From an optimization exercise on the open Yosys and OpenROAD flow, aimed at small area and a short achievable clock period; shortcuts taken in it are not production practice.
RTL that was checked went through simulation tests only; none was proved equivalent to the original.
Power is estimated from default activity; no workload was simulated.

== P ==
==> flow/design.v <==
module ViterbiDecoder (
    input  wire       clock,
    input  wire       reset,
    input  wire       io_enq_valid,
    input  wire [7:0] io_enq_bits,
    output wire       io_deq_valid,
    output wire       io_deq_bits
);
    localparam W = 8;
    function automatic par6(input [5:0] x);
        par6 = ^x;
    endfunction
    function automatic [W-1:0] rca(input [W-1:0] a, input [W-1:0] b);
        integer i;
        reg c;
        begin
            c = 1'b0;
            for (i = 0; i < W; i = i + 1) begin
                rca[i] = a[i] ^ b[i] ^ c;
                c = (a[i] & b[i]) | (c & (a[i] ^ b[i]));
            end
        end
    endfunction
    wire signed [5:0] y0 = {{2{io_enq_bits[3]}}, io_enq_bits[3:0]};
    wire signed [5:0] y1 = {{2{io_enq_bits[7]}}, io_enq_bits[7:4]};
    reg  [6:0]        frameCnt;
    reg               v1, i1;
    reg  signed [5:0] bm [0:3];       
    always @(posedge clock) begin
        bm[0] <=  y0 + y1;
        bm[1] <=  y1 - y0;
        bm[2] <=  y0 - y1;
        bm[3] <= -y0 - y1;
        v1  <= io_enq_valid & ~reset;
        i1  <= reset | (&frameCnt);
        if (reset)
            frameCnt <= 7'd0;
        else if (io_enq_valid)
            frameCnt <= frameCnt + 7'd1;
    end
    reg  [W-1:0] sm [0:31];
    wire [31:0]  sel;               
    genvar m;
    generate
        for (m = 0; m < 16; m = m + 1) begin : g_acs
            localparam [5:0] C = 2*m;
            localparam [1:0] L = {par6(C & 6'o75), par6(C & 6'o53)};
            wire signed [5:0] x  = bm[L];         
            wire signed [5:0] nx = bm[~L];
            wire [W-1:0] m0 = sm[2*m];
            wire [W-1:0] m1 = sm[2*m+1];
            wire signed [W-1:0] e = m1 - m0;
            wire signed [6:0] cx  = {x,  1'b0};
            wire signed [6:0] cnx = {nx, 1'b0};
            assign sel[m]      = e < cx;
            assign sel[m + 16] = e < cnx;
            wire [W-1:0] sx  = {{(W-6){x[5]}},  x};
            wire [W-1:0] snx = {{(W-6){nx[5]}}, nx};
            wire [W-1:0] t0lo = rca(m0, sx);
            wire [W-1:0] t1lo = rca(m1, snx);
            wire [W-1:0] t0hi = rca(m0, snx);
            wire [W-1:0] t1hi = rca(m1, sx);
            wire [W-1:0] nlo = sel[m]      ? t0lo : t1lo;
            wire [W-1:0] nhi = sel[m + 16] ? t0hi : t1hi;
            always @(posedge clock) begin
                if (i1) begin
                    sm[m]      <= {W{1'b0}};
                    sm[m + 16] <= {W{1'b0}};
                end else if (v1) begin
                    sm[m]      <= nlo;
                    sm[m + 16] <= nhi;
                end
            end
        end
    endgenerate
    reg  [31:0] sa, sb;
    reg         dvalid;
    wire        vnow = v1 & ~reset;
    always @(posedge clock) begin
        sa     <= {32{vnow}} &  sel;
        sb     <= {32{vnow}} & ~sel;
        dvalid <= vnow;
    end
    wire sh = ~dvalid;
    localparam NST = 48;
    reg  [31:0] r [5:NST-1];
    always @(posedge clock)
        r[5] <= sb | (r[5] & {32{sh}});
    genvar g, j;
    generate
        for (g = 6; g < NST; g = g + 1) begin : g_stage
            for (j = 0; j < 32; j = j + 1) begin : g_bit
                always @(posedge clock)
                    r[g][j] <= (r[g-1][2*(j%16)]   & sa[j])
                             | (r[g-1][2*(j%16)+1] & sb[j])
                             | (r[g][j]            & sh);
            end
        end
    endgenerate
    reg obit, ovalid;
    reg [5:0] nDec;
    always @(posedge clock) begin
        obit <= (r[NST-1][0] & sa[0]) | (r[NST-1][1] & sb[0]);
        if (reset) begin
            nDec   <= 6'd0;
            ovalid <= 1'b0;
        end else begin
            if (dvalid && nDec != 6'd48)
                nDec <= nDec + 6'd1;
            ovalid <= dvalid && nDec == 6'd48;
        end
    end
    assign io_deq_valid = ovalid;
    assign io_deq_bits  = obit;
endmodule
Settings: LEC_CHECK=0, CAP_MARGIN=20, CORE_MARGIN=2, CORE_UTILIZATION=40, CTS_CLUSTER_DIAMETER=100, CTS_CLUSTER_SIZE=22, SETUP_SLACK_MARGIN=3.5, SLEW_MARGIN=20; clock period 7.0 ns.
run.sh (not shown) runs the stock make flow with config.mk's settings and CLKGATE_MAP_FILE= SYNTH_SCRIPT=/design/flow/synth_recipe.tcl, a recipe that flattens the netlist after the stock synthesis.
Input-level comparison between Q and P:
diff --git a/flow/design.v b/flow/design.v
--- a/flow/design.v
+++ b/flow/design.v
@@ -7,21 +7,10 @@
     output wire       io_deq_bits
 );
     localparam W = 8;
     function automatic par6(input [5:0] x);
         par6 = ^x;
-    endfunction
-    function automatic [W-1:0] rca(input [W-1:0] a, input [W-1:0] b);
-        integer i;
-        reg c;
-        begin
-            c = 1'b0;
-            for (i = 0; i < W; i = i + 1) begin
-                rca[i] = a[i] ^ b[i] ^ c;
-                c = (a[i] & b[i]) | (c & (a[i] ^ b[i]));
-            end
-        end
     endfunction
     wire signed [5:0] y0 = {{2{io_enq_bits[3]}}, io_enq_bits[3:0]};
     wire signed [5:0] y1 = {{2{io_enq_bits[7]}}, io_enq_bits[7:4]};
     reg  [6:0]        frameCnt;
     reg               v1, i1;
@@ -54,16 +43,12 @@
             wire signed [6:0] cnx = {nx, 1'b0};
             assign sel[m]      = e < cx;
             assign sel[m + 16] = e < cnx;
             wire [W-1:0] sx  = {{(W-6){x[5]}},  x};
             wire [W-1:0] snx = {{(W-6){nx[5]}}, nx};
-            wire [W-1:0] t0lo = rca(m0, sx);
-            wire [W-1:0] t1lo = rca(m1, snx);
-            wire [W-1:0] t0hi = rca(m0, snx);
-            wire [W-1:0] t1hi = rca(m1, sx);
-            wire [W-1:0] nlo = sel[m]      ? t0lo : t1lo;
-            wire [W-1:0] nhi = sel[m + 16] ? t0hi : t1hi;
+            wire [W-1:0] nlo = sel[m]      ? m0 + sx  : m1 + snx;
+            wire [W-1:0] nhi = sel[m + 16] ? m0 + snx : m1 + sx;
             always @(posedge clock) begin
                 if (i1) begin
                     sm[m]      <= {W{1'b0}};
                     sm[m + 16] <= {W{1'b0}};
                 end else if (v1) begin
@@ -72,18 +57,18 @@
                 end
             end
         end
     endgenerate
     reg  [31:0] sa, sb;
-    reg         dvalid;
+    reg         dvalid, sh;
     wire        vnow = v1 & ~reset;
     always @(posedge clock) begin
         sa     <= {32{vnow}} &  sel;
         sb     <= {32{vnow}} & ~sel;
         dvalid <= vnow;
+        sh     <= ~vnow;
     end
-    wire sh = ~dvalid;
     localparam NST = 48;
     reg  [31:0] r [5:NST-1];
     always @(posedge clock)
         r[5] <= sb | (r[5] & {32{sh}});
     genvar g, j;
## What came out
When Q is measured against P, its area of the mapped netlist turns out 3.6% higher.
Compared to P, Q has global routing met2 resource utilization 1.9 points higher.
Synthesized cell count, P and Q, higher one = Q.
bm[3][0] as the origin of the worst setup path was reported by P, and sm[12][1] by Q.
Wire length of the first global-routing pass ended up 20000 um higher on Q than on P.
P → Q: fraction of the yosys area taken by sequential cells went down 1.4 points, leakage power of the design went up 37%, total power went down about 5.5%, worst max-slew margin expressed relative to the limit went down 4.6 points.
Only the layout flow was run in P; the RTL was not checked for function there.

[static timing again, ports no longer ideal]
No port has a modelled driver above. Below, the same layouts with a new extraction and two added sets of constraints.
Step 1 assumes that a clkbuf_16 drives the clock port and a buf_2 every other input.
Step 2 adds t to the input delays and takes it off the output delays; t is the mean of the earliest and latest rising clock arrival at the registers after step 1. Input paths then give back, and output paths get back, about the clock's delay inside the block.
Slacks: ideal / step 1 / step 2; pairs: ideal / step 1.
| run | t (ns) | setup WS [ns] | worst hold slack (ns) | worst setup path after step 2 |
|---|---|---|---|---|
| P | 0.851 | 3.083 / 3.083 / 2.833 | 0.460 / 0.460 / 0.460 | input to register |
| Q | 0.842 | 3.501 / 3.501 / 2.986 | 0.477 / 0.477 / 0.477 | input to register |
After both steps every run listed still meets setup and hold. The setup slack of Q, which loses most, moves by 0.000 ns with the drivers and by -0.515 ns with both steps.
